Context: an optimization exercise on an open-source flow, tuned for small area. The choices shown serve that exercise and are no tape-out recipe.
Only simulation tests tie the RTL to the original design; equivalence was not proved.
No activity file was given, so power comes from the tool's default toggle rates.

$ cat flow/design.v
module IP_Iact_DATA_Spad_BRAM (
	input			clka,
	input			rsta,
	input			wea,
	input	[7:0]	addra,
	input	[12:0]	dina,
	output reg [12:0] douta
);
reg [12:0] mem [0:199];
always @(posedge clka) begin
	if (wea) mem[addra] <= dina;
end
always @(posedge clka) begin
	if (rsta)		douta <= 13'd0;
	else if (wea)	douta <= dina;
	else			douta <= mem[addra];
end
endmodule
module IP_Weight_DATA_Spad_BRAM (
	input			clka,
	input			rsta,
	input			wea,
	input	[6:0]	addra,
	input	[11:0]	dina,
	output reg [11:0] douta
);
reg [11:0] mem [0:126];
always @(posedge clka) begin
	if (wea) mem[addra] <= dina;
end
always @(posedge clka) begin
	if (rsta)		douta <= 12'd0;
	else if (wea)	douta <= dina;
	else			douta <= mem[addra];
end
endmodule
module IP_Psum_DATA_Spad_BRAM (
	input			clka,
	input			wea,
	input	[4:0]	addra,
	input	[20:0]	dina,
	input			clkb,
	input			rstb,
	input	[4:0]	addrb,
	output reg [20:0] doutb
);
reg [20:0] mem [0:31];
always @(posedge clka) begin
	if (wea) mem[addra] <= dina;
end
always @(posedge clkb) begin
	if (rstb)	doutb <= 21'd0;
	else		doutb <= mem[addrb];
end
endmodule
module PE_data_FIFO #(
	parameter DATA_IN_WIDTH = 4
	)
(
	input        				clock,
	input        				reset,
	output       				data_in_ready, 
	input        				data_in_valid,
	input  [DATA_IN_WIDTH-1:0] 	data_in,
	output       				data_out_valid, 
	output [DATA_IN_WIDTH-1:0] 	data_out
);
localparam BUFFER_DEPTH = 4;
reg [DATA_IN_WIDTH-1:0] buffer [0:BUFFER_DEPTH-1];
reg maybe_full;
reg [1:0] buffer_read_addr;
reg [1:0] buffer_write_addr;
wire [DATA_IN_WIDTH-1:0] buffer_data_out;
wire ptr_match 	= (buffer_write_addr == buffer_read_addr) ? 1'b1 : 1'b0;
wire empty 		= ptr_match & ~maybe_full;
wire write_en 	= empty ? 1'b0 : data_in_valid;
wire read_en  	= empty ? 1'b0 : data_out_valid;
assign buffer_data_out 	= buffer[buffer_read_addr];
assign data_in_ready 	= 1'b1;
assign data_out_valid 	= data_in_valid | (~empty);
assign data_out 		= empty ? data_in : buffer_data_out;
integer i;
always@(posedge clock) begin
	if(reset) begin
		for(i=0; i<BUFFER_DEPTH; i=i+1) begin
			buffer[i] <= 'd0;
		end
	end
	else if(~empty & data_in_valid) begin
		buffer[buffer_write_addr] <= data_in;
	end
end
always@(posedge clock) begin
	if(reset) begin
		buffer_write_addr <= 'd0;
	end 
	else if(write_en) begin
		buffer_write_addr <= buffer_write_addr + 'd1;
	end
end
always@(posedge clock) begin	
	if(reset) begin
		buffer_read_addr <= 'd0;
	end 
	else if(read_en) begin
		buffer_read_addr <= buffer_read_addr + 'd1;
	end
end
always@(posedge clock) begin
	if(reset) begin
		maybe_full <= 1'b0;
	end 
	else if(write_en != read_en) begin
		if(empty) begin
			maybe_full <= 1'b0;
		end 
		else begin
			maybe_full <= data_in_valid;
		end
	end
end
endmodule
module PE_psum_FIFO(
	input         			clock,
	input         			reset,
	output        			data_in_ready,
	input         			data_in_valid,
	input 	signed [20:0] 	data_in,
	input         			data_out_ready,
	output        			data_out_valid,
	output 	signed [20:0] 	data_out
);
localparam BUFFER_DEPTH = 4;
reg signed [20:0] buffer [0:BUFFER_DEPTH-1];
reg [1:0] buffer_read_addr;
reg [1:0] buffer_write_addr;
reg maybe_full;
wire ptr_match 		= (buffer_write_addr == buffer_read_addr) ? 1'b1 : 1'b0;
wire empty 			= 'd1;  
wire full  			= ptr_match &  maybe_full;
wire data_in_shake  = data_in_ready  & data_in_valid;
wire data_out_shake = data_out_ready & data_out_valid;
wire write_en 		= empty ? (~data_out_ready & data_in_shake) : data_in_shake;
wire read_en  		= empty ? 1'b0 : data_out_shake;
wire signed [20:0] buffer_data_out_wire = buffer[buffer_read_addr];
assign data_in_ready 	= data_out_ready | ~full;
assign data_out_valid 	= data_in_valid  | ~empty;
assign data_out 		= empty ? data_in : buffer_data_out_wire;
integer i;
always@(posedge clock) begin
	if(reset) begin
		for(i=0; i<BUFFER_DEPTH; i=i+1) begin
			buffer[i] <= 21'sd0;
		end
	end
    else if (write_en) begin
		buffer[buffer_write_addr] <= data_in;
    end
end
always@(posedge clock) begin
    if (reset) begin
		buffer_write_addr <= 2'd0;
    end 
	else if (write_en) begin
		buffer_write_addr <= buffer_write_addr + 2'd1;
    end
end	
always@(posedge clock) begin
    if (reset) begin
		buffer_read_addr <= 2'd0;
    end 
	else if (read_en) begin
		buffer_read_addr <= buffer_read_addr + 2'd1;
    end
end
always@(posedge clock) begin
    if (reset) begin
		maybe_full <= 1'b0;
    end 
	else if (write_en != read_en) begin
		if (empty) begin
			if (data_out_ready) begin
				maybe_full <= 1'b0;
			end 
			else begin
				maybe_full <= data_in_shake;
			end
		end 
		else begin
			maybe_full <= data_in_shake;
		end
    end
end
endmodule
module Former_Address_Spad(
	input        		clock,
	input        		reset,
	output       		data_in_ready,
	input        		data_in_valid,
	input  		[7:0] 	data_in,
	output 	 	[7:0] 	data_out,		 
	input        		write_en,
	output       		write_fin,
	input       		index_inc 		 
);
localparam SPAD_DEPTH = 12;
localparam SPAD_WIDTH = 8;
reg [SPAD_WIDTH-1:0] 	Iact_Address_Spad [0:SPAD_DEPTH-1];  
reg [3:0] 				data_write_addr;
reg [3:0] 				data_read_addr; 
wire  data_in_shake		= data_in_ready & data_in_valid & write_en; 
wire  read_fin 			= (data_out == 'd0) & index_inc; 
assign write_fin 		= (data_in == 'd0) & data_in_shake; 
assign data_in_ready 	= 1'b1; 
assign data_out 	 	= Iact_Address_Spad[data_read_addr]; 
integer i;
always@(posedge clock) begin
	if(reset) begin
		for(i=0; i<SPAD_DEPTH; i=i+1) begin
			Iact_Address_Spad[i] <= 'd0;
		end
	end
	else if(data_in_shake) begin
		Iact_Address_Spad[data_write_addr] <= data_in;
	end
end
always@(posedge clock) begin
	if(reset) begin 
		data_write_addr <= 'd0; 
	end 
	else if(data_in_shake) begin 
		if(write_fin) begin 
			data_write_addr <= 'd0;
		end 
		else begin
			data_write_addr <= data_write_addr + 'd1;
		end
	end
end
always@(posedge clock) begin  
	if(reset) begin
		data_read_addr <= 'd0; 
	end 
	else if(index_inc) begin 
		if(read_fin) begin 
			data_read_addr <= 'd0; 
		end 
		else begin
			data_read_addr <= data_read_addr + 'd1; 
		end
	end
end
endmodule
module Former_Data_Spad(
	input         		clock,
	input         		reset,
	output        		data_in_ready,
	input         		data_in_valid,
	input  		[12:0] 	data_in,
	output 		[12:0] 	data_out,		 
	output 		[7:0]  	column_num,		 
	input        		write_en,
	output        		write_fin,
	input         		index_inc 		 
);
localparam SPAD_DEPTH = 200;
localparam SPAD_WIDTH = 13;
reg [7:0] spad_write_addr;
reg [7:0] spad_read_addr; 
wire  data_in_shake = data_in_ready & data_in_valid & write_en; 
wire  read_fin 	 	= (data_out == 'd0) & index_inc; 
wire [7:0] next_data_read_addr = index_inc ? (read_fin ? 'd0 : (spad_read_addr + 'd1)) : spad_read_addr;
assign write_fin 	= (data_in  == 'd0) & data_in_shake; 
assign data_in_ready= 1'b1; 
assign column_num 	= spad_read_addr; 
always @(posedge clock) begin
	if (reset) begin
		spad_write_addr <= 'd0;
	end 
	else if (data_in_shake) begin 
		if (write_fin) begin 
			spad_write_addr <= 'd0;
		end 
		else begin
			spad_write_addr <= spad_write_addr + 'd1; 
		end
	end
end
always @(posedge clock) begin
	if (reset) begin 
		spad_read_addr <= 'd0; 
	end 
	else begin 
		spad_read_addr <= next_data_read_addr;
	end
end
wire 			IP_BRAM_write_en	= data_in_shake;
wire			IP_BRAM_read_en		= 'd1;
wire 	[7:0]	IP_BRAM_write_addr	= spad_write_addr;
wire 	[7:0]	IP_BRAM_read_addr	= next_data_read_addr;
wire	[12:0]	IP_BRAM_data_in		= data_in;
wire	[12:0]	IP_BRAM_data_out;
assign data_out	= IP_BRAM_data_out;
Iact_DATA_Spad_BRAM Iact_DATA_Spad_BRAM_inst (
    .clk			(clock					),
	.reset			(reset					),
	.write_en       (IP_BRAM_write_en       ),
	.read_en        (IP_BRAM_read_en        ),
	.write_addr     (IP_BRAM_write_addr     ),
	.read_addr      (IP_BRAM_read_addr      ),
	.data_in        (IP_BRAM_data_in        ),
	.data_out       (IP_BRAM_data_out       )
);
endmodule
module Iact_DATA_Spad_BRAM(
    input 			clk,
	input			reset,
	input 			write_en,
	input			read_en,
	input 	[7:0]	write_addr,
	input 	[7:0]	read_addr,
	input	[12:0]	data_in,
	output	[12:0]	data_out
);
wire		wr;
wire [7:0] 	addra;
wire [12:0] dina;
wire [12:0] douta;
IP_Iact_DATA_Spad_BRAM u0 (   	
  .clka		(clk	),    	
  .rsta		(reset	),
  .wea		(wr		),      	
  .addra	(addra	),  	
  .dina		(dina	),    	
  .douta	(douta	)  	
);
reg	[6:0]	clear_count;
reg 		clear_flag;
always @(posedge clk) begin
	if (reset) begin
		clear_flag <= 'd1; 
	end
	else if(clear_count == 'd99) begin
		clear_flag <= 'd0; 
	end
end
always @(posedge clk) begin
	if (reset) begin
		clear_count <= 'd0; 
	end
	else if(clear_flag) begin
		clear_count <= (clear_count == 'd99) ? 'd0 : (clear_count + 'd1); 
	end
end
assign wr		= write_en | clear_flag;
assign addra 	= write_en ? write_addr	: (clear_flag ? clear_count : read_addr);
assign dina 	= write_en ? data_in 	: 'd0;
assign data_out = ~write_en	? douta		: 'd0;
endmodule
module Later_Address_Spad(
	input        		clock,
	input        		reset,
	output       		data_in_ready,
	input        		data_in_valid,
	input  		[6:0] 	data_in,
	output 		[6:0]	data_out,			 
	input        		write_en,
	output       		write_fin,
	input  		[4:0] 	read_idx,
	input        		read_idx_en,
	input        		addr_read_inc
);
localparam SPAD_DEPTH = 32;
localparam SPAD_WIDTH = 7;
reg [SPAD_WIDTH-1:0] 	Weight_Address_Spad [0:SPAD_DEPTH-1];  
reg [4:0] 				spad_write_addr;
reg [4:0] 				spad_read_addr;
wire  data_in_shake = data_in_ready & data_in_valid & write_en;
wire  read_fin   	= (data_out == 'd0) & addr_read_inc;
assign write_fin 		= (data_in == 'd0) & data_in_shake;
assign data_in_ready	= 1'd1;
assign data_out  		= Weight_Address_Spad[spad_read_addr];
integer i;
always @(posedge clock) begin
	if (reset) begin
		for(i=0; i<SPAD_DEPTH; i=i+1) begin
			Weight_Address_Spad[i] <= 7'd127;
		end
	end
	else if(data_in_shake) begin
		Weight_Address_Spad[spad_write_addr] <= data_in;
	end
end
always @(posedge clock) begin
    if (reset) begin
		spad_write_addr <= 'd0;
    end 
	else if (data_in_shake) begin
		if (write_fin) begin
			spad_write_addr <= 'd0;
		end 
		else begin
			spad_write_addr <= spad_write_addr + 'd1;
		end
    end
end
always @(posedge clock) begin	
    if (reset) begin
		spad_read_addr <= 'd0;
    end 
	else if (read_idx_en) begin
		spad_read_addr <= read_idx;
    end 
	else if (addr_read_inc) begin
		if (read_fin) begin
			spad_read_addr <= 'd0;
		end 
		else begin
			spad_read_addr <= spad_read_addr + 'd1;
		end
    end
end
endmodule
module Later_Data_Spad(
	input         		clock,
	input         		reset,
	output        		data_in_ready,
	input         		data_in_valid,
	input  		[11:0] 	data_in,
	output 		[11:0] 	data_out,		 
	output reg 	[6:0]  	column_num,		 
	input         		write_en,
	output        		write_fin,
	input         		read_en,
	input  		[6:0]  	read_idx,
	input         		index_inc,
	input         		read_idx_en
);
localparam SPAD_DEPTH = 100;
localparam SPAD_WIDTH = 12;
reg [6:0] spad_write_addr;
reg [6:0] spad_read_addr;
wire  data_in_shake = data_in_ready & data_in_valid & write_en;
wire  read_fin   	= (data_out == 'd0) & index_inc;
wire [6:0] next_data_read_addr = read_en ? column_num : spad_read_addr;
assign write_fin 		= (data_in == 'd0) & data_in_shake;
assign data_in_ready 	= 1'd1;
always @(posedge clock) begin
	if(reset) begin
		spad_read_addr <= 'd0;
	end
	else begin 
		spad_read_addr <= next_data_read_addr;
	end
end
always @(posedge clock) begin
	if (reset) begin
		spad_write_addr <= 'd0;
	end 
	else if (data_in_shake) begin
		if (write_fin) begin
			spad_write_addr <= 'd0;
		end 
		else begin
			spad_write_addr <= spad_write_addr + 'd1;
		end
	end
end
always @(posedge clock) begin	
	if (reset) begin
		column_num <= 'd0;
	end 
	else if (read_idx_en) begin
		column_num <= read_idx;
	end 
	else if (index_inc) begin
		if (read_fin) begin
			column_num <= 'd0;
		end 
		else begin
			column_num <= column_num + 'd1;
		end
	end
end
wire 			IP_BRAM_write_en	= data_in_shake;
wire			IP_BRAM_read_en		= 'd1;
wire 	[6:0]	IP_BRAM_write_addr	= spad_write_addr;
wire 	[6:0]	IP_BRAM_read_addr	= next_data_read_addr;
wire	[11:0]	IP_BRAM_data_in		= data_in;
wire	[11:0]	IP_BRAM_data_out;
assign data_out	= IP_BRAM_data_out;
Weight_DATA_Spad_BRAM Weight_DATA_Spad_BRAM_inst (
    .clk			(clock					),
	.reset			(reset					),
	.write_en       (IP_BRAM_write_en       ),
	.read_en        (IP_BRAM_read_en        ),
	.write_addr     (IP_BRAM_write_addr     ),
	.read_addr      (IP_BRAM_read_addr      ),
	.data_in        (IP_BRAM_data_in        ),
	.data_out       (IP_BRAM_data_out       )
);
endmodule
module Weight_DATA_Spad_BRAM (
    input 			clk,
	input			reset,
	input 			write_en,
	input			read_en,
	input 	[6:0]	write_addr,
	input 	[6:0]	read_addr,
	input	[11:0]	data_in,
	output	[11:0]	data_out
);
wire		wr;
wire [6:0] 	addra;
wire [11:0] dina;
wire [11:0] douta;
IP_Weight_DATA_Spad_BRAM u0 (   	
  .clka		(clk	),    	
  .rsta		(reset	),
  .wea		(wr		),      	
  .addra	(addra	),  	
  .dina		(dina	),    	
  .douta	(douta	)  	
);
reg	[6:0]	clear_count;
reg 		clear_flag;
always @(posedge clk) begin
	if (reset) begin
		clear_flag <= 'd1; 
	end
	else if(clear_count == 'd99) begin
		clear_flag <= 'd0; 
	end
end
always @(posedge clk) begin
	if (reset) begin
		clear_count <= 'd0; 
	end
	else if(clear_flag) begin
		clear_count <= (clear_count == 'd99) ? 'd0 : (clear_count + 'd1); 
	end
end
assign wr		= write_en | clear_flag;
assign addra 	= wr ? (clear_flag ? clear_count : write_addr) : read_addr;
assign dina 	= clear_flag ? 'd0 : data_in;
assign data_out = douta;
endmodule
module Psum_Spad (
	input         			clock,
	input         			reset,
	output        			psum_in_ready,
	input         			psum_in_valid,
	input 	signed 	[20:0] 	psum_in,
	input         			psum_out_ready,
	output        			psum_out_vaild,
	output 	signed 	[20:0] 	psum_out,
	input  			[4:0]  	read_idx,
	input  			[4:0]  	write_idx,
	input					psum_spad_clear	
);
localparam SPAD_DEPTH = 32;  
localparam SPAD_WIDTH = 21;
wire  data_in_shake = psum_in_ready & psum_in_valid;
assign psum_in_ready 	= ~psum_out_ready; 
assign psum_out_vaild 	= ~psum_in_valid; 
wire					IP_BRAM_reset		= reset | psum_spad_clear;
wire 					IP_BRAM_write_en	= data_in_shake;
wire 			[4:0]	IP_BRAM_write_addr	= write_idx;
wire 			[4:0]	IP_BRAM_read_addr	= read_idx;
wire	signed	[20:0]	IP_BRAM_data_in		= psum_in;
wire	signed	[20:0]	IP_BRAM_data_out;
assign psum_out	= IP_BRAM_data_out;
Psum_DATA_Spad_BRAM Psum_DATA_Spad_BRAM_inst (
    .clk			(clock					),
	.reset			(IP_BRAM_reset			),
	.write_en       (IP_BRAM_write_en       ),
	.write_addr     (IP_BRAM_write_addr     ),
	.read_addr      (IP_BRAM_read_addr      ),
	.data_in        (IP_BRAM_data_in        ),
	.data_out       (IP_BRAM_data_out       )
);
endmodule
module Psum_DATA_Spad_BRAM (
    input 					clk,
	input					reset,
	input 					write_en,
	input 			[4:0]	write_addr,
	input 			[4:0]	read_addr,
	input	signed	[20:0]	data_in,
	output	signed	[20:0]	data_out
);
wire					wr;
wire 			[4:0] 	addra;
wire	signed	[20:0] 	dina;
wire 			[4:0] 	addrb;
wire	signed	[20:0] 	doutb;
IP_Psum_DATA_Spad_BRAM u0 (   	
  .clka		(clk	),  
  .wea		(wr		),     	
  .addra	(addra	),  	
  .dina		(dina	),  
  .clkb		(clk	),  
  .rstb		(reset	),     
  .addrb	(addrb	),  	  
  .doutb	(doutb	)  	
);
reg			[4:0] 	clear_count;
reg 				clear_flag;
reg					wr_reg;
reg	signed	[20:0] 	data_out_reg;
always @(posedge clk) begin
	if (reset) begin
		clear_flag <= 'd1; 
	end
	else if(clear_count == 'd31) begin
		clear_flag <= 'd0; 
	end
end
always @(posedge clk) begin
	if (reset) begin
		clear_count <= 'd0; 
	end
	else if(clear_flag) begin
		clear_count <= clear_count + 'd1; 
	end
end
always @(posedge clk) begin
	if (reset) begin
		wr_reg <= 'd0; 
	end
	else begin
		wr_reg <= wr; 
	end
end
always @(posedge clk) begin
	if (reset) begin
		data_out_reg <= 'd0; 
	end
	else begin
		data_out_reg <= doutb; 
	end
end
assign addra 	= clear_flag ? clear_count : write_addr;
assign addrb 	= read_addr;
assign dina 	= clear_flag ? 'd0 : data_in;
assign wr		= write_en | clear_flag;
assign data_out = wr_reg ? data_out_reg : doutb;
endmodule
module Processing_Element_Controller (
	input   clock,
	input   reset,
	output  mac_en,
	output  from_top_psum_enq_en,
	output  from_top_do_load_en,
	input   from_top_cal_fin,
	input   top_psum_enq_en,
	input   top_do_load_en,
	output  top_cal_fin,
	input   top_write_fin
);
localparam IDLE = 2'b00;
localparam LOAD = 2'b01;
localparam CAL  = 2'b10;
reg [1:0] PE_state, next_PE_state;
assign mac_en 				= (PE_state == CAL) ? 1'b1 : 1'b0;
assign from_top_psum_enq_en = top_psum_enq_en;
assign from_top_do_load_en  = top_do_load_en;
assign top_cal_fin 			= from_top_cal_fin & (PE_state == CAL);
always@(*) begin
	case(PE_state)
		IDLE    : next_PE_state = top_do_load_en 	? LOAD : IDLE;
		LOAD    : next_PE_state = top_write_fin 	? CAL  : LOAD;
		CAL     : next_PE_state = from_top_cal_fin 	? IDLE : CAL;
		default : next_PE_state = IDLE;
	endcase
end
always@(posedge clock) begin
    if(reset) begin
		PE_state <= IDLE;
	end
	else begin
		PE_state <= next_PE_state;
	end
end
endmodule
module Processing_Element_core (
	input         			clock,
	input         			reset,
	output        			psum_in_ready,	
	input         			psum_in_valid,
	input 	signed 	[20:0] 	psum_in,
	input  			       	psum_out_ready,
	output 			       	psum_out_valid,
	output 	signed	[20:0] 	psum_out,
	input  			       	former_address_in_valid,
	input  			[7:0]  	former_address_in,
	input  			       	former_data_in_valid,
	input  			[12:0] 	former_data_in,
	input  			       	later_address_in_valid,
	input  			[6:0]  	later_address_in,
	input  			       	later_data_in_valid,
	input  			[11:0] 	later_data_in,
	input         			mac_en,
	input         			psum_enq_en,
	input         			load_en,
	output        			cal_fin,
	output 			       	former_address_write_fin,
	output 			       	former_data_write_fin,
	output 			       	later_address_write_fin,
	output 			       	later_data_write_fin,
	output 			       	psum_acc_fin,
	input			[4:0]	PSUM_DEPTH,
	input					psum_spad_clear
);
wire					Psum_Spad_psum_in_ready; 
wire					Psum_Spad_psum_in_valid; 
wire	signed [20:0] 	Psum_Spad_psum_in; 
wire  					Psum_Spad_psum_out_ready; 
wire  					Psum_Spad_psum_out_valid; 
wire 	signed	[20:0] 	Psum_Spad_psum_out; 
wire 			[4:0] 	Psum_Spad_read_idx; 
wire 			[4:0] 	Psum_Spad_write_idx; 
wire 			[7:0] 	former_address_spad_data_out;
wire 			 		former_address_spad_data_in_ready; 
wire 			 		former_address_spad_data_in_valid; 
wire 			[7:0] 	former_address_spad_data_in; 
wire 			 		former_address_spad_write_en; 
wire 			 		former_address_spad_write_fin;
wire 			 		former_address_spad_idx_inc;
wire 			[7:0] 	former_data_spad_col_num; 
wire 			[12:0] 	former_data_spad_data_out;
wire 			 		former_data_spad_data_in_ready; 
wire 			 		former_data_spad_data_in_valid; 
wire 			[12:0] 	former_data_spad_data_in; 
wire 			 		former_data_spad_write_en; 
wire 			 		former_data_spad_write_fin;
wire 			 		former_data_spad_idx_inc;
wire 			[6:0] 	later_address_spad_data_out; 
wire 			 		later_address_spad_data_in_ready;
wire 			 		later_address_spad_data_in_valid;
wire 			[6:0] 	later_address_spad_data_in; 
wire 			 		later_address_spad_write_en; 
wire 			 		later_address_spad_write_fin;
wire 			[4:0] 	later_address_spad_read_idx;
wire 			 		later_address_spad_idx_inc; 
wire 			 		later_address_spad_read_idx_en; 
wire 			[6:0] 	later_data_spad_col_num;
wire 			[11:0] 	later_data_spad_data_out;
wire 			 		later_data_spad_data_in_ready; 
wire 			 		later_data_spad_data_in_valid; 
wire 			[11:0] 	later_data_spad_data_in; 
wire 			 		later_data_spad_write_en; 
wire 			 		later_data_spad_write_fin;
wire 			 		later_data_spad_read_en; 
wire 			[6:0] 	later_data_spad_read_idx; 
wire 			 		later_data_spad_read_idx_inc;
wire 			 		later_data_spad_read_idx_en;
Psum_Spad Psum_Spad_inst ( 
	.clock			(clock						),
	.reset			(reset						),
	.psum_in_ready	(Psum_Spad_psum_in_ready	),
	.psum_in_valid	(Psum_Spad_psum_in_valid	),
	.psum_in		(Psum_Spad_psum_in			),
	.psum_out_ready	(Psum_Spad_psum_out_ready	),
	.psum_out_vaild	(Psum_Spad_psum_out_valid	),
	.psum_out		(Psum_Spad_psum_out			),
	.read_idx		(Psum_Spad_read_idx			),
	.write_idx		(Psum_Spad_write_idx		),
	.psum_spad_clear(psum_spad_clear			)
);
Former_Address_Spad Former_Address_Spad_inst ( 
	.clock			(clock								),
	.reset			(reset								),
	.data_out		(former_address_spad_data_out		),
	.data_in_ready	(former_address_spad_data_in_ready	),
	.data_in_valid	(former_address_spad_data_in_valid	),
	.data_in		(former_address_spad_data_in		),
	.write_en		(former_address_spad_write_en		),
	.write_fin		(former_address_spad_write_fin		),
	.index_inc		(former_address_spad_idx_inc		)
);
Former_Data_Spad Former_Data_Spad_inst ( 
	.clock			(clock								),
	.reset			(reset								),
	.column_num		(former_data_spad_col_num			),
	.data_out		(former_data_spad_data_out			),
	.data_in_ready	(former_data_spad_data_in_ready		),
	.data_in_valid	(former_data_spad_data_in_valid		),
	.data_in		(former_data_spad_data_in			),
	.write_en		(former_data_spad_write_en			),
	.write_fin		(former_data_spad_write_fin			),
	.index_inc		(former_data_spad_idx_inc			)
);
Later_Address_Spad Later_Address_Spad_inst ( 
	.clock			(clock								),
	.reset			(reset								),
	.data_out		(later_address_spad_data_out		),
	.data_in_ready	(later_address_spad_data_in_ready	),
	.data_in_valid	(later_address_spad_data_in_valid	),
	.data_in		(later_address_spad_data_in			),
	.write_en		(later_address_spad_write_en		),
	.write_fin		(later_address_spad_write_fin		),
	.read_idx		(later_address_spad_read_idx		),
	.addr_read_inc	(later_address_spad_idx_inc			),
	.read_idx_en	(later_address_spad_read_idx_en		)
);
Later_Data_Spad Later_Data_Spad_inst (
	.clock			(clock							),
	.reset			(reset							),
	.column_num		(later_data_spad_col_num		),
	.data_out		(later_data_spad_data_out		),
	.data_in_ready	(later_data_spad_data_in_ready	),
	.data_in_valid	(later_data_spad_data_in_valid	),
	.data_in		(later_data_spad_data_in		),
	.write_en		(later_data_spad_write_en		),
	.write_fin		(later_data_spad_write_fin		),
	.read_en		(later_data_spad_read_en		),
	.read_idx		(later_data_spad_read_idx		),
	.index_inc		(later_data_spad_read_idx_inc	),
	.read_idx_en	(later_data_spad_read_idx_en	)
);
parameter WEIGHT_MATRIX_ROW = 4;
localparam IDLE 				= 3'd0;			 
localparam READ_FORMER_ADDRESS 	= 3'd1;			 
localparam READ_FORMER_DATA 	= 3'd2;			 
localparam READ_LATER_ADDRESS 	= 3'd3;			 
localparam READ_LATER_DATA_1 	= 3'd4;			 
localparam READ_LATER_DATA_2 	= 3'd5;			 
localparam DO_MAC 				= 3'd6;			 
localparam WRITE_BACK 			= 3'd7;			 
reg 		[2:0]	PE_state, next_PE_state;	 
reg 		[3:0] 	former_matrix_col_reg; 
reg 				former_matrix_inc_reg;
reg  				former_data_first_read_reg; 
reg 				later_data_first_read_reg; 
reg signed 	[20:0]	product_reg;    						 
reg signed 	[20:0] 	psum_load_reg;							 
reg  				psum_load_state;						 
reg 		[4:0] 	psum_read_idx_reg, next_psum_read_idx;	 
wire IDLE_wire 					= PE_state == IDLE;
wire READ_FORMER_ADDRESS_wire 	= PE_state == READ_FORMER_ADDRESS;
wire READ_FORMER_DATA_wire 		= PE_state == READ_FORMER_DATA;
wire READ_LATER_ADDRESS_wire 	= PE_state == READ_LATER_ADDRESS;
wire READ_LATER_DATA_1_wire 	= PE_state == READ_LATER_DATA_1;
wire READ_LATER_DATA_2_wire 	= PE_state == READ_LATER_DATA_2;
wire DO_MAC_wire 				= PE_state == DO_MAC;			
wire WRITE_BACK_wire 			= PE_state == WRITE_BACK;		
wire 		[4:0] 	former_matrix_row_wire	= former_data_spad_data_out	[4:0];
wire signed [7:0] 	former_matrix_data_wire	= former_data_spad_data_out	[12:5];
wire 		[3:0] 	later_matrix_row_wire	= later_data_spad_data_out	[3:0];  
wire signed [7:0] 	later_matrix_data_wire	= later_data_spad_data_out	[11:4];
wire former_zero_col_wire  					= former_address_spad_data_out 	== 8'd255;
wire later_zero_col_wire					= later_address_spad_data_out	== 7'd127;
wire read_later_zero_col_wire 				= former_matrix_row_wire == later_address_spad_data_out;
wire later_matrix_read_first_col_wire 		= former_matrix_row_wire == 5'd0; 
wire signed [20:0]	product_wire 			= (later_matrix_row_wire == 'd15) ? 'sd0 : (later_matrix_data_wire * former_matrix_data_wire);   
wire signed [20:0] 	psum_load_wire 		 	= Psum_Spad_psum_out;
wire signed [20:0] 	psum_acc_result_wire 	= psum_load_state ? (psum_load_wire + psum_in) : (psum_load_reg + product_reg);
wire 		[4:0]  	psum_write_idx_wire  	= later_matrix_row_wire + (former_matrix_col_reg-1) * WEIGHT_MATRIX_ROW; 
wire				psum_read_fin_wire		= psum_read_idx_reg == PSUM_DEPTH;
wire former_data_spad_idx_inc_wire 			= former_address_spad_data_out == (former_data_spad_col_num + 'd1);
wire Iact_Data_Spad_read_fin_wire			= (former_matrix_data_wire == 'd0) & (~former_data_first_read_reg);
wire later_data_spad_read_fin_wire   		= (later_matrix_data_wire == 'd0); 
wire later_data_spad_idx_inc_wire   		= (later_address_spad_data_out == (later_data_spad_col_num + 'd1)) | later_data_spad_read_fin_wire;
wire later_address_spad_read_fin_wire 		= (later_address_spad_data_out == 'd0) ? 1'b1 : 1'b0;
wire Psum_Spad_read_valid_wire 				= psum_in_valid & psum_load_state;
wire Psum_Spad_read_idx_inc_wire 			= psum_out_ready & psum_out_valid;
wire Psum_Spad_read_fin_wire 				= (READ_FORMER_DATA_wire 	& Iact_Data_Spad_read_fin_wire)	|
											  (WRITE_BACK_wire 			& Iact_Data_Spad_read_fin_wire) | 
											  (psum_read_fin_wire 		& Psum_Spad_read_idx_inc_wire);
assign cal_fin 						= Iact_Data_Spad_read_fin_wire & ~IDLE_wire;
assign psum_in_ready 				= psum_out_ready & psum_load_state;
assign psum_out_valid 				= Psum_Spad_psum_out_ready & Psum_Spad_psum_out_valid & Psum_Spad_read_valid_wire;
assign psum_out 					= psum_acc_result_wire;
assign psum_acc_fin 				= Psum_Spad_read_fin_wire & psum_load_state;
assign former_address_write_fin		= former_address_spad_write_fin;
assign former_data_write_fin 		= former_data_spad_write_fin;
assign later_address_write_fin 		= later_address_spad_write_fin;
assign later_data_write_fin 		= later_data_spad_write_fin;
assign Psum_Spad_psum_in_valid 				= WRITE_BACK_wire;
assign Psum_Spad_psum_in 					= WRITE_BACK_wire ? psum_acc_result_wire : 21'sd0;
assign Psum_Spad_psum_out_ready 			= DO_MAC_wire | Psum_Spad_read_valid_wire;
assign Psum_Spad_read_idx 					= next_psum_read_idx;
assign Psum_Spad_write_idx 					= psum_write_idx_wire;
assign former_address_spad_data_in_valid	= former_address_in_valid;
assign former_address_spad_data_in 			= former_address_in;
assign former_address_spad_write_en 		= load_en;
assign former_address_spad_idx_inc 			= (READ_FORMER_ADDRESS_wire && former_zero_col_wire) 												|| 
											  (READ_LATER_ADDRESS_wire 	&& former_data_spad_idx_inc_wire	&& later_zero_col_wire) 			|| 
											  (WRITE_BACK_wire 			&& former_data_spad_idx_inc_wire	&& later_data_spad_idx_inc_wire) 	|| 
											  (~IDLE_wire 				&& cal_fin);
assign former_data_spad_data_in_valid 		= former_data_in_valid;
assign former_data_spad_data_in 			= former_data_in;
assign former_data_spad_write_en 			= load_en;	
assign former_data_spad_idx_inc 			= (READ_FORMER_ADDRESS_wire && (~former_zero_col_wire | ~former_data_spad_idx_inc_wire) && (~former_data_first_read_reg)) 	|| 
											  (READ_LATER_ADDRESS_wire 	&& later_zero_col_wire && (~former_data_spad_idx_inc_wire)) 									|| 
											  (WRITE_BACK_wire 			&& later_data_spad_idx_inc_wire && (~former_data_spad_idx_inc_wire)) 							|| 
											  (~IDLE_wire 				&& Iact_Data_Spad_read_fin_wire);
assign later_address_spad_data_in_valid		= later_address_in_valid;
assign later_address_spad_data_in 			= later_address_in;
assign later_address_spad_write_en 			= load_en;
assign later_address_spad_read_idx 			= (READ_FORMER_DATA_wire & later_data_first_read_reg 	& (~later_matrix_read_first_col_wire)) ? (former_matrix_row_wire - 4'd1) : former_matrix_row_wire;
assign later_address_spad_read_idx_en 		= (READ_FORMER_DATA_wire 	| READ_LATER_ADDRESS_wire) 	& later_data_first_read_reg;
assign later_address_spad_idx_inc 			= (READ_LATER_DATA_1_wire 	| DO_MAC_wire) 				& later_zero_col_wire;
assign later_data_spad_data_in_valid 		= later_data_in_valid;
assign later_data_spad_data_in 				= later_data_in;
assign later_data_spad_write_en 			= load_en;
assign later_data_spad_read_en 				= READ_LATER_DATA_1_wire;
assign later_data_spad_read_idx 			= later_matrix_read_first_col_wire ? 'd0 : later_address_spad_data_out;
assign later_data_spad_read_idx_en 			= (READ_LATER_ADDRESS_wire) & later_data_first_read_reg 	& (~later_zero_col_wire);
assign later_data_spad_read_idx_inc 		= (READ_LATER_ADDRESS_wire 	& (~later_zero_col_wire) 		& (~later_data_first_read_reg)) | 
											  (WRITE_BACK_wire 			& (~later_data_spad_idx_inc_wire));
wire former_address_read_done_wire	= ~(former_data_spad_idx_inc_wire & former_zero_col_wire);
wire former_data_read_done_wire 	= Iact_Data_Spad_read_fin_wire;
wire later_data_read_done 			= later_data_spad_idx_inc_wire 	| later_address_spad_read_fin_wire;
wire former_one_col_read_done		= former_data_spad_idx_inc_wire | later_address_spad_read_fin_wire;
always@(*) begin
	case(PE_state)
		IDLE 				: next_PE_state = mac_en 						? READ_FORMER_ADDRESS 	: IDLE;
		READ_FORMER_ADDRESS : next_PE_state = former_address_read_done_wire ? READ_FORMER_DATA 		: READ_FORMER_ADDRESS;
		READ_FORMER_DATA 	: next_PE_state = former_data_read_done_wire 	? IDLE 					: READ_LATER_ADDRESS;
		READ_LATER_ADDRESS 	: next_PE_state = ~later_zero_col_wire 			? READ_LATER_DATA_1 	: 
											  former_data_spad_idx_inc_wire ? READ_FORMER_ADDRESS 	: READ_FORMER_DATA;
		READ_LATER_DATA_1 	: next_PE_state = READ_LATER_DATA_2;
		READ_LATER_DATA_2 	: next_PE_state = DO_MAC;
		DO_MAC 				: next_PE_state = WRITE_BACK;
		WRITE_BACK 	        : next_PE_state = former_data_read_done_wire 	? IDLE 					: 
											  ~later_data_read_done 		? READ_LATER_DATA_1 	: 
											  former_one_col_read_done 		? READ_FORMER_ADDRESS 	: READ_FORMER_DATA;
		default				: next_PE_state = IDLE;
	endcase
end
always@(posedge clock) begin
	if(reset) begin
		PE_state <= IDLE;
	end
	else begin
		PE_state <= next_PE_state;
	end
end	
always@(posedge clock) begin
	if(reset) begin
		former_matrix_inc_reg <= 1'b0;
	end
	else if(READ_FORMER_ADDRESS_wire)begin
		former_matrix_inc_reg <= former_zero_col_wire;
	end
end
always@(posedge clock) begin
	if(reset) begin
		former_matrix_col_reg <= 'd0;
	end
	else if(psum_enq_en)begin
		former_matrix_col_reg <= 'd0;
	end
	else if(READ_FORMER_ADDRESS_wire)begin
		former_matrix_col_reg <= former_matrix_col_reg + former_matrix_inc_reg + 'd1;
	end
end
always@(posedge clock) begin
	if(reset) begin
		former_data_first_read_reg <= 1'b1;
	end 
	else begin
		if(READ_FORMER_DATA_wire | WRITE_BACK_wire) begin
			former_data_first_read_reg <= Iact_Data_Spad_read_fin_wire | former_data_first_read_reg;
		end
		else if(READ_LATER_ADDRESS_wire) begin
			former_data_first_read_reg <= 1'b0;
		end
	end
end	
always@(posedge clock) begin
	if(reset) begin
		later_data_first_read_reg <= 1'b1;
	end 
	else begin
	    if(IDLE_wire) begin
			later_data_first_read_reg <= mac_en | later_data_first_read_reg;
		end
		else if(READ_LATER_ADDRESS_wire) begin
			later_data_first_read_reg <= later_zero_col_wire | later_data_first_read_reg;
		end
		else if(WRITE_BACK_wire && !Iact_Data_Spad_read_fin_wire) begin
			later_data_first_read_reg <= later_data_spad_idx_inc_wire | later_address_spad_read_fin_wire;
		end
	end
end
always@(posedge clock) begin	
	if(reset) begin
		product_reg <= 21'sd0;
	end 
	else begin
		if(DO_MAC_wire) begin
			product_reg <= product_wire;	 
		end
	end
end
always@(posedge clock) begin
	if(reset) begin
		psum_load_reg <= 21'sd0;
	end 
	else begin
		psum_load_reg <= psum_load_wire;
	end
end
always@(posedge clock) begin
	if(reset) begin
		psum_load_state <= 1'b0; 
	end 
	else if(psum_acc_fin) begin
		psum_load_state <= 1'b0;
	end 
	else begin
		psum_load_state <= psum_enq_en | psum_load_state;
	end
end
always@(posedge clock) begin	
	if(reset) begin 
		psum_read_idx_reg <= 5'd0; 
	end 
	else begin 
		psum_read_idx_reg <= next_psum_read_idx;
	end 
end
always@(*) begin	
	if(READ_LATER_DATA_2_wire) begin 
		next_psum_read_idx <= Psum_Spad_write_idx;
	end 
	else if (Psum_Spad_read_fin_wire) begin 
		next_psum_read_idx <= 5'd0;
	end 
	else if (Psum_Spad_read_idx_inc_wire) begin 
		next_psum_read_idx <= psum_read_idx_reg + 5'd1;
	end
	else begin
		next_psum_read_idx <= psum_read_idx_reg;
	end
end
endmodule
module ProcessingElement (
	input         			clock,
	input         			reset,
	output        			psum_in_ready,
	input         			psum_in_valid,
	input 	signed 	[20:0] 	psum_in,
	input         			psum_out_ready,
	output        			psum_out_valid,
	output 	signed 	[20:0] 	psum_out,
	input         			iact_address_in_valid,
	input  			[7:0]  	iact_address_in,
	input  			       	iact_data_in_valid,
	input  			[12:0] 	iact_data_in,
	input  			       	weight_address_in_valid,
	input  			[6:0]  	weight_address_in,
	input  			       	weight_data_in_valid,
	input  			[11:0] 	weight_data_in,
	output 			       	iact_address_write_fin,
	output 			       	iact_data_write_fin,
	output 			       	psum_add_fin,
	input  			       	psum_enq_en,
	input  			       	do_load_en,
	output 			       	cal_fin,
	input					iact_write_fin_clear,
	input					weight_write_fin_clear,
	output 					all_write_fin,
	input			[4:0]	PSUM_DEPTH,
	input					psum_spad_clear
);
wire  				PE_ctrl_do_mac_en; 
wire  				PE_ctrl_fromTop_psum_enq_en; 
wire  				PE_ctrl_fromTop_do_load_en; 
wire  				PE_ctrl_fromTop_cal_fin; 
wire  				PE_ctrl_Top_psum_enq_en; 
wire  				PE_ctrl_Top_do_load_en; 
wire  				PE_ctrl_Top_cal_fin; 
wire  				PE_ctrl_Top_write_fin; 
wire  				PE_pad_do_mac_en; 
wire  				PE_pad_psum_enq_en; 
wire  				PE_pad_do_load_en; 
wire  				PE_pad_cal_fin; 
wire  				PE_pad_psum_in_ready; 
wire  				PE_pad_psum_in_valid; 
wire signed [20:0] 	PE_pad_psum_in; 
wire  				PE_pad_psum_out_ready; 
wire  				PE_pad_psum_out_valid; 
wire signed [20:0] 	PE_pad_psum_out; 
wire		 		PE_pad_former_address_in_valid; 
wire		[7:0] 	PE_pad_former_address_in; 
wire		 		PE_pad_former_data_in_valid; 
wire		[12:0] 	PE_pad_former_data_in; 
wire		 		PE_pad_later_address_in_valid; 
wire		[6:0] 	PE_pad_later_address_in; 
wire		 		PE_pad_later_data_in_valid; 
wire		[11:0] 	PE_pad_later_data_in;
wire		 		PE_pad_former_address_write_fin; 
wire		 		PE_pad_former_data_write_fin; 
wire		 		PE_pad_later_address_write_fin; 
wire		 		PE_pad_later_data_write_fin; 
wire		 		PE_pad_psum_add_fin; 
wire 				FIFO_former_address_in_ready; 
wire 				FIFO_former_address_in_valid; 
wire 		[7:0] 	FIFO_former_address_in; 
wire 		 		FIFO_former_address_out_valid; 
wire 		[7:0] 	FIFO_former_address_out; 
wire 		 		FIFO_former_data_in_ready; 
wire 		 		FIFO_former_data_in_valid; 
wire 		[12:0] 	FIFO_former_data_in;
wire 		 		FIFO_former_data_out_valid; 
wire 		[12:0] 	FIFO_former_data_out;
wire 		 		FIFO_later_address_in_ready; 
wire 		 		FIFO_later_address_in_valid; 
wire 		[6:0] 	FIFO_later_address_in; 
wire 		 		FIFO_later_address_out_valid; 
wire 		[6:0] 	FIFO_later_address_out; 
wire 		 		FIFO_later_data_in_ready; 
wire 		 		FIFO_later_data_in_valid; 
wire 		[11:0] 	FIFO_later_data_in;
wire 		 		FIFO_later_data_out_valid; 
wire 		[11:0] 	FIFO_later_data_out;
wire  				FIFO_in_psum_in_ready; 
wire  				FIFO_in_psum_in_valid; 
wire signed [20:0] 	FIFO_in_psum_in; 
wire  				FIFO_in_psum_out_ready; 
wire  				FIFO_in_psum_out_valid; 
wire signed [20:0] 	FIFO_in_psum_out; 
wire  				FIFO_out_psum_in_ready; 
wire  				FIFO_out_psum_in_valid; 
wire signed [20:0] 	FIFO_out_psum_in;
wire  				FIFO_out_psum_out_ready; 
wire  				FIFO_out_psum_out_valid; 
wire signed [20:0] 	FIFO_out_psum_out;
Processing_Element_Controller Processing_Element_Controller_inst ( 
	.clock					(clock						),
	.reset					(reset						),
	.mac_en					(PE_ctrl_do_mac_en			),
	.from_top_psum_enq_en	(PE_ctrl_fromTop_psum_enq_en),  
	.from_top_do_load_en	(PE_ctrl_fromTop_do_load_en	),    
	.from_top_cal_fin		(PE_ctrl_fromTop_cal_fin	),          
	.top_psum_enq_en		(PE_ctrl_Top_psum_enq_en	),          
	.top_do_load_en			(PE_ctrl_Top_do_load_en		),            
	.top_cal_fin			(PE_ctrl_Top_cal_fin		),                  
	.top_write_fin			(PE_ctrl_Top_write_fin		)
);
Processing_Element_core Processing_Element_core_inst (
	.clock						(clock),                                           
	.reset						(reset							),                                           
	.mac_en						(PE_pad_do_mac_en				),                            
	.psum_enq_en				(PE_pad_psum_enq_en				),                        
	.load_en					(PE_pad_do_load_en				),                             
	.cal_fin					(PE_pad_cal_fin					),                                
	.psum_in_ready				(PE_pad_psum_in_ready			),                    
	.psum_in_valid				(PE_pad_psum_in_valid			),                    
	.psum_in					(PE_pad_psum_in					),                                
	.psum_out_ready				(PE_pad_psum_out_ready			),                  
	.psum_out_valid				(PE_pad_psum_out_valid			),                  
	.psum_out					(PE_pad_psum_out				),                              
	.former_address_in_valid	(PE_pad_former_address_in_valid	), 
	.former_address_in			(PE_pad_former_address_in		),             
	.former_data_in_valid		(PE_pad_former_data_in_valid	),       
	.former_data_in				(PE_pad_former_data_in			),                   
	.later_address_in_valid		(PE_pad_later_address_in_valid	),      
	.later_address_in			(PE_pad_later_address_in		),           
	.later_data_in_valid		(PE_pad_later_data_in_valid		),     
	.later_data_in				(PE_pad_later_data_in			),
	.former_address_write_fin	(PE_pad_former_address_write_fin), 
	.former_data_write_fin		(PE_pad_former_data_write_fin	),       
	.later_address_write_fin	(PE_pad_later_address_write_fin	),            
	.later_data_write_fin		(PE_pad_later_data_write_fin	),              
	.psum_acc_fin				(PE_pad_psum_add_fin			),
	.PSUM_DEPTH					(PSUM_DEPTH						),
	.psum_spad_clear			(psum_spad_clear				)
);                                                                                  
parameter FORMER_ADDR_DATA_WIDTH 	= 8;	 
parameter FORMER_DATA_DATA_WIDTH 	= 13;	 
parameter LATER_ADDR_DATA_WIDTH 	= 7;	 
parameter LATER_DATA_DATA_WIDTH 	= 12;	 
PE_data_FIFO #(
	.DATA_IN_WIDTH (FORMER_ADDR_DATA_WIDTH)
	)
former_addr_FIFO (                          
  .clock			(clock							),                                                                  
  .reset			(reset							),                                                                  
  .data_in_ready	(FIFO_former_address_in_ready	),      
  .data_in_valid	(FIFO_former_address_in_valid	),      
  .data_in			(FIFO_former_address_in			),             
  .data_out_valid	(FIFO_former_address_out_valid	),     
  .data_out			(FIFO_former_address_out		)             
);                                             
PE_data_FIFO #(
	.DATA_IN_WIDTH(FORMER_DATA_DATA_WIDTH)
	)
former_data_FIFO (
  .clock			(clock						),
  .reset			(reset						),
  .data_in_ready	(FIFO_former_data_in_ready	),
  .data_in_valid	(FIFO_former_data_in_valid	),
  .data_in			(FIFO_former_data_in		),
  .data_out_valid	(FIFO_former_data_out_valid	),
  .data_out			(FIFO_former_data_out		)
);
PE_data_FIFO #(
	.DATA_IN_WIDTH(LATER_ADDR_DATA_WIDTH)
	)
later_addr_FIFO ( 
  .clock			(clock							),
  .reset			(reset							),
  .data_in_ready	(FIFO_later_address_in_ready	),
  .data_in_valid	(FIFO_later_address_in_valid	),
  .data_in			(FIFO_later_address_in			),
  .data_out_valid	(FIFO_later_address_out_valid	),
  .data_out			(FIFO_later_address_out			)
);
PE_data_FIFO #(
	.DATA_IN_WIDTH(LATER_DATA_DATA_WIDTH)
	)
later_data_FIFO ( 
  .clock			(clock						),
  .reset			(reset						),
  .data_in_ready	(FIFO_later_data_in_ready	),
  .data_in_valid	(FIFO_later_data_in_valid	),
  .data_in			(FIFO_later_data_in			),
  .data_out_valid	(FIFO_later_data_out_valid	),
  .data_out			(FIFO_later_data_out		)
);
PE_psum_FIFO psum_in_FIFO ( 
  .clock			(clock					),                                
  .reset			(reset					),                                
  .data_in_ready	(FIFO_in_psum_in_ready	),            
  .data_in_valid	(FIFO_in_psum_in_valid	),            
  .data_in			(FIFO_in_psum_in		),                      
  .data_out_ready	(FIFO_in_psum_out_ready	),              
  .data_out_valid	(FIFO_in_psum_out_valid	),              
  .data_out			(FIFO_in_psum_out		)                      
);                                                      
PE_psum_FIFO psum_out_FIFO ( 
  .clock			(clock					),
  .reset			(reset					),
  .data_in_ready	(FIFO_out_psum_in_ready	),
  .data_in_valid	(FIFO_out_psum_in_valid	),
  .data_in			(FIFO_out_psum_in		),
  .data_out_ready	(FIFO_out_psum_out_ready),
  .data_out_valid	(FIFO_out_psum_out_valid),
  .data_out			(FIFO_out_psum_out		)
);
reg  former_addr_write_fin_reg; 
reg  former_data_write_fin_reg; 
reg  later_addr_write_fin_reg; 
reg  later_data_write_fin_reg; 
assign all_write_fin 					= former_addr_write_fin_reg & former_data_write_fin_reg & later_addr_write_fin_reg & later_data_write_fin_reg;
assign psum_in_ready 					= FIFO_in_psum_in_ready;
assign psum_out_valid 					= FIFO_out_psum_out_valid;
assign psum_out 						= FIFO_out_psum_out;
assign iact_address_write_fin 			= PE_pad_former_address_write_fin;
assign iact_data_write_fin 				= PE_pad_former_data_write_fin;
assign psum_add_fin 					= PE_pad_psum_add_fin;
assign cal_fin 							= PE_ctrl_Top_cal_fin;
assign PE_ctrl_fromTop_cal_fin 			= PE_pad_cal_fin;
assign PE_ctrl_Top_psum_enq_en 			= psum_enq_en;
assign PE_ctrl_Top_do_load_en 			= do_load_en;
assign PE_ctrl_Top_write_fin 			= former_addr_write_fin_reg & former_data_write_fin_reg & later_addr_write_fin_reg & later_data_write_fin_reg;
assign PE_pad_do_mac_en 				= PE_ctrl_do_mac_en;
assign PE_pad_psum_enq_en 				= PE_ctrl_fromTop_psum_enq_en;
assign PE_pad_do_load_en 				= PE_ctrl_fromTop_do_load_en;
assign PE_pad_psum_in_valid 			= FIFO_in_psum_out_valid;
assign PE_pad_psum_in 					= FIFO_in_psum_out;
assign PE_pad_psum_out_ready 			= FIFO_out_psum_in_ready;
assign PE_pad_former_address_in_valid 	= FIFO_former_address_out_valid;
assign PE_pad_former_address_in 		= FIFO_former_address_out;
assign PE_pad_former_data_in_valid 		= FIFO_former_data_out_valid;
assign PE_pad_former_data_in 			= FIFO_former_data_out;
assign PE_pad_later_address_in_valid 	= FIFO_later_address_out_valid;
assign PE_pad_later_address_in 			= FIFO_later_address_out;
assign PE_pad_later_data_in_valid 		= FIFO_later_data_out_valid;
assign PE_pad_later_data_in 			= FIFO_later_data_out;
assign FIFO_former_address_in_valid 	= iact_address_in_valid;
assign FIFO_former_address_in 			= iact_address_in;
assign FIFO_former_data_in_valid 		= iact_data_in_valid;
assign FIFO_former_data_in 				= iact_data_in;
assign FIFO_later_address_in_valid 		= weight_address_in_valid;
assign FIFO_later_address_in 			= weight_address_in;
assign FIFO_later_data_in_valid 		= weight_data_in_valid;
assign FIFO_later_data_in 				= weight_data_in;
assign FIFO_in_psum_in_valid 			= psum_in_valid;
assign FIFO_in_psum_in 					= psum_in;
assign FIFO_in_psum_out_ready 			= PE_pad_psum_in_ready;
assign FIFO_out_psum_in_valid 			= PE_pad_psum_out_valid;
assign FIFO_out_psum_in 				= PE_pad_psum_out;
assign FIFO_out_psum_out_ready 			= psum_out_ready;
always@(posedge clock) begin
	if (reset) begin 
		former_addr_write_fin_reg <= 1'b0; 
		former_data_write_fin_reg <= 1'b0; 
	end 
	else if (iact_write_fin_clear) begin 
		former_addr_write_fin_reg <= 1'b0;
		former_data_write_fin_reg <= 1'b0;
	end 
	else begin
		former_addr_write_fin_reg <= PE_pad_former_address_write_fin | former_addr_write_fin_reg;
		former_data_write_fin_reg <= PE_pad_former_data_write_fin 	 | former_data_write_fin_reg;
	end
end
always@(posedge clock) begin	
	if (reset) begin 
		later_addr_write_fin_reg <= 1'b0; 
		later_data_write_fin_reg <= 1'b0; 
	end 
	else if (all_write_fin & weight_write_fin_clear) begin 
		later_addr_write_fin_reg <= 1'b0;
		later_data_write_fin_reg <= 1'b0;
	end 
	else begin
		later_addr_write_fin_reg <= PE_pad_later_address_write_fin	| later_addr_write_fin_reg;
		later_data_write_fin_reg <= PE_pad_later_data_write_fin 	| later_data_write_fin_reg;
	end
end
endmodule
$ cat flow/run.sh
#!/bin/bash
# synth_recipe.tcl (not shown) runs the flow's synth.tcl, then flattens the netlist and writes it again
# the make line also repeats each setting of config.mk as NAME=value (left out here)
make -C /OpenROAD-flow-scripts/flow DESIGN_CONFIG=/design/flow/config.mk WORK_HOME=/design/flow/orfs CLKGATE_MAP_FILE= SYNTH_SCRIPT=/design/flow/synth_recipe.tcl finish
$ cat flow/config.mk
export PLATFORM = sky130hd
export DESIGN_NAME = ProcessingElement
export DESIGN_NICKNAME = ProcessingElement
export VERILOG_FILES = /design/flow/design.v
export SDC_FILE = /design/flow/constraint.sdc
export NUM_CORES = 4
export LEC_CHECK = 0
export CAP_MARGIN = 20
export CELL_PAD_IN_SITES_DETAIL_PLACEMENT = 1
export CELL_PAD_IN_SITES_GLOBAL_PLACEMENT = 2
export CORE_MARGIN = 2
export CORE_UTILIZATION = 25
export PLACE_DENSITY = 0.35
export SLEW_MARGIN = 20
$ cat flow/constraint.sdc
create_clock -name core_clock -period 12.0 [get_ports {clock}]
set_input_delay 2.4000 -clock core_clock [delete_from_list [all_inputs] [get_ports {clock}]]
set_output_delay 2.4000 -clock core_clock [all_outputs]
set_load 0.01 [all_outputs]
==> flow_summary.yaml <==
outcome:
  outcome: "complete, no violations"
placement:
  gp_congestion: 0.779
  numPortBuffers: 106
  dpl.hpwl_um: 647000
pwr:
  p_leak_nw: 91.0
  peakVddDrop_mv: 0.163
  power.density_mw_per_mm2: 204
  p_total_mw: 54.9
cts:
  cts_hold_buf: 0
  cts_tree: "yes"
  cts_made_buffers: 691
  clk_latency_ns: 1.17
  h-tree-depth: 6
  post_cts_buffers: 0
  clk_pin_slew_ns: 0.05
  clockRootBuffer: "clkbuf_16"
  cts_buffer_depth: 4
  clock_sinks: 5554
  cts-resized-gates: 0
timing:
  hold_violations: 0
  fin_setup_tns_ns: 0
  fmax_mhz: 101
  slew_headroom_pct: 7.55
  timing_max_transition_violations_final: 0
  finalCritPeriodShare_pct: 82.3
  skew_ns: 0.0867
  setup_viol: 0
  worst_pin_slew_ns: 1.39
  rsz0062_at_grt: "no"
  hold_ws_ns: 0.457
  period_needed_ns: 9.87
logic_synthesis:
  synth_area_leaders: "edfxtp_1 71%, nand2_1 5.1%, mux2i_1 2.3%"
  synth_seq_area_share_pct: 72.8
  synthArstFlopShare_pct: 0
  synth_most_common_cell: "edfxtp_1"
  synth_nets: 16500
  synth_cell_types: 106
  syn_inst: 16300
  synth_top_area_share_pct: 70.6
  synth_flop_cell: "edfxtp_1"
  synth_common_cells: "5308 x edfxtp_1, 3051 x nand2_1, 932 x nor2_1"
  syn-mean-instance-area_um2: 13.9
  synth_top_area_cell: "edfxtp_1"
  synth_edf_count: 5308
  ys_warn_count: 18
  synth-seq-cells: 5554
  netlist_area_mm2: 0.226
routing:
  first_pass_iters: 28
  wl_per_cell_um: 34.5
  drt_iter0_drc: 11900
  vias: 146000
  totalWireLength_um: 1010000
  drc: 0
  ant_nets: 0
  viasPerCell: 4.95
floorplan:
  dieArea_mm2: 0.911
  start_util_pct: 25.0
  rows: 349
  die_h_um: 954
  design.core.area_mm2: 0.902
  die_w_um: 954
  io_pins: 107
global_route:
  grt.total_usage_pct: 21.6
  grt-ovfl-total: 0
  globalRouteMet3Util_pct: 2.27
  grt_use_met1_pct: 31.1
  busiest_layer: "met2"
  grt_pass1_wl_um: 1370000
  grt_max_degree: 129
  grt_pass1_vias: 152000
  grt_util_met2_pct: 35.9
  antenna_found_initial: 134
setup_path:
  ff2ff_setup_slack_ns: 2.13
  end_kind: "flop"
  worstSetupPathType: "reg2reg"
  crit_slowest_cell: "o31ai_1"
  cp-start-kind: "flop"
  crit_family: "compound AO/OA/AOI/OAI gates"
  cp_data_arrival_time_ns: 10.82
  max_stage_delay_ns: 1.06
  crit_required_ns: 12.95
  path_max_fanout: 53
  worstPathCellList: "buf_4 -> mux4_2 -> a221oi_1 -> a31oi_1 -> nand4b_1 -> nor4_4 -> o21ai_2 -> a41oi_2 -> nand3_4 -> buf_12 -> buf_12 -> a21oi_1 -> a211oi_1 -> a22o_1 -> a211oi_1 -> o22ai_1 -> o31ai_1 -> a31oi_1"
  worst-path-buf-inv: 3
final_layout:
  finalNetCount: 17100
  area_growth_pct: 18.9
  drive_above_1_share_pct: 13.5
  n_fill_cell: 94500
worst_hold_path:
  hold_class: "reg2reg"
job:
  drv_cap: 0
## cells in the final DEF (no fill, tap or decap), types with 55 or more instances in the layout
cell and n:
clkdlybuf4s50_1 105, nand2_1 3036, a22o_1 85, a221oi_1 143, a211oi_1 510, nor3_1 70, a21o_1 55, buf_4 795
o22ai_1 74, nor2_1 767, ha_1 95, nand3_1 754, o21ai_0 126, edfxtp_1 5308, a31oi_1 230, clkinv_2 90
nor2_2 121, mux4_2 111, inv_1 194, fa_1 58, nand4_1 156, and2_1 274, buf_12 71, clkbuf_1 185
a22oi_1 275, a32oi_1 125, clkinv_1 158, a21oi_1 758, clkbuf_16 701, and3_1 161, mux2i_1 502, dfxtp_1 239
a311oi_1 74, xnor2_1 87
## power breakdown
group          leakage [nW]  internal (mW)  switching [mW]
logic                  26.4           2.52            8.99
registers              53.9           22.5           0.176
clock network          10.7           11.9            8.80
total                  91.0           36.9            18.0
## metrics by stage
| step | worst slack, ns | utilization [%] | cell area (um^2) | cells |
|---|---|---|---|---|
| global placement | 0.662 | 27.2 | 246000 | 28100 |
| global route | 1.67 | 29.8 | 268000 | 29400 |
| finish | 2.13 | 29.8 | 268000 | 29400 |
| floorplan | 3.06 | - | 226000 | 16300 |
| CTS | 1.81 | 29.7 | 268000 | 29400 |
| detailed placement | 1.29 | 27.3 | 246000 | 28100 |
## routing by layer
layer	routed length (um)	vias up	share of wire [%]
li1	-	62900	-
met1	482000	78800	47
met2	478000	3062	47
met3	36900	898	3.6
met4	18000	6	1.8
met5	34	-	0.0033
## kinds of logic after synthesis
| kind of cell | count (synthesis) | synth area share, % |
|---|---|---|
| muxes | 677 | 3.66 |
| and+or+nand+nor | 5634 | 10.8 |
| DFF | 5554 | 72.8 |
| AOI/OAI and AO/OA | 2857 | 8.73 |
| adders and majority gates | 153 | 1.04 |
| xor gates and xnor gates | 133 | 0.516 |
| buffers and inverters | 1249 | 2.44 |
## layout make-up
cell class	count	area (um^2)	share of cell area, %
Inverter	196	746	0.278
Clock inverter	360	3630	1.35
Timing Repair Buffer	988	8650	3.22
Clock buffer	902	18500	6.88
Sequential cell	5554	164000	61.2
Antenna cell	40	100	0.0373
Multi-Input combinational cell	9454	57500	21.4
Tap cell	11900	14900	5.56
## path summary, 6_finish.rpt
check                           startpoint  endpoint  depth (start not counted)
worst max-delay path                  flop      flop                         18
worst min-delay path                  flop      flop                          1
worst max register to register        flop      flop                         18
worst min register to register        flop      flop                          1

==> port drivers added, routing unchanged <==
The flow's constraints put no driver on any port. The routed layout listed below was extracted and timed again, unchanged, in two steps.
Step 1 assumes that a clkbuf_16 drives the clock port and a buf_2 every other input.
Step 2 moves the port delays by t, midway between the first and last clock arrival at a register: inputs arrive t later, outputs are due t later. That takes back most of the time a late clock gives input paths.
Three values: no drivers, after step 1, after step 2; two values: the first two.
t, ns: 1.271
setup WS [ns]: 2.129 / 2.129 / 1.379
latest minus earliest clock arrival (ns): 0.086 / 0.087
slew at the worst register clock pin (ns): 0.07 / 0.07
worst slew at a driven data input, ns: 0.18
After both steps this run still meets setup and hold. For this run, drivers alone change the setup slack by 0.000 ns; drivers and shift together by -0.750 ns.
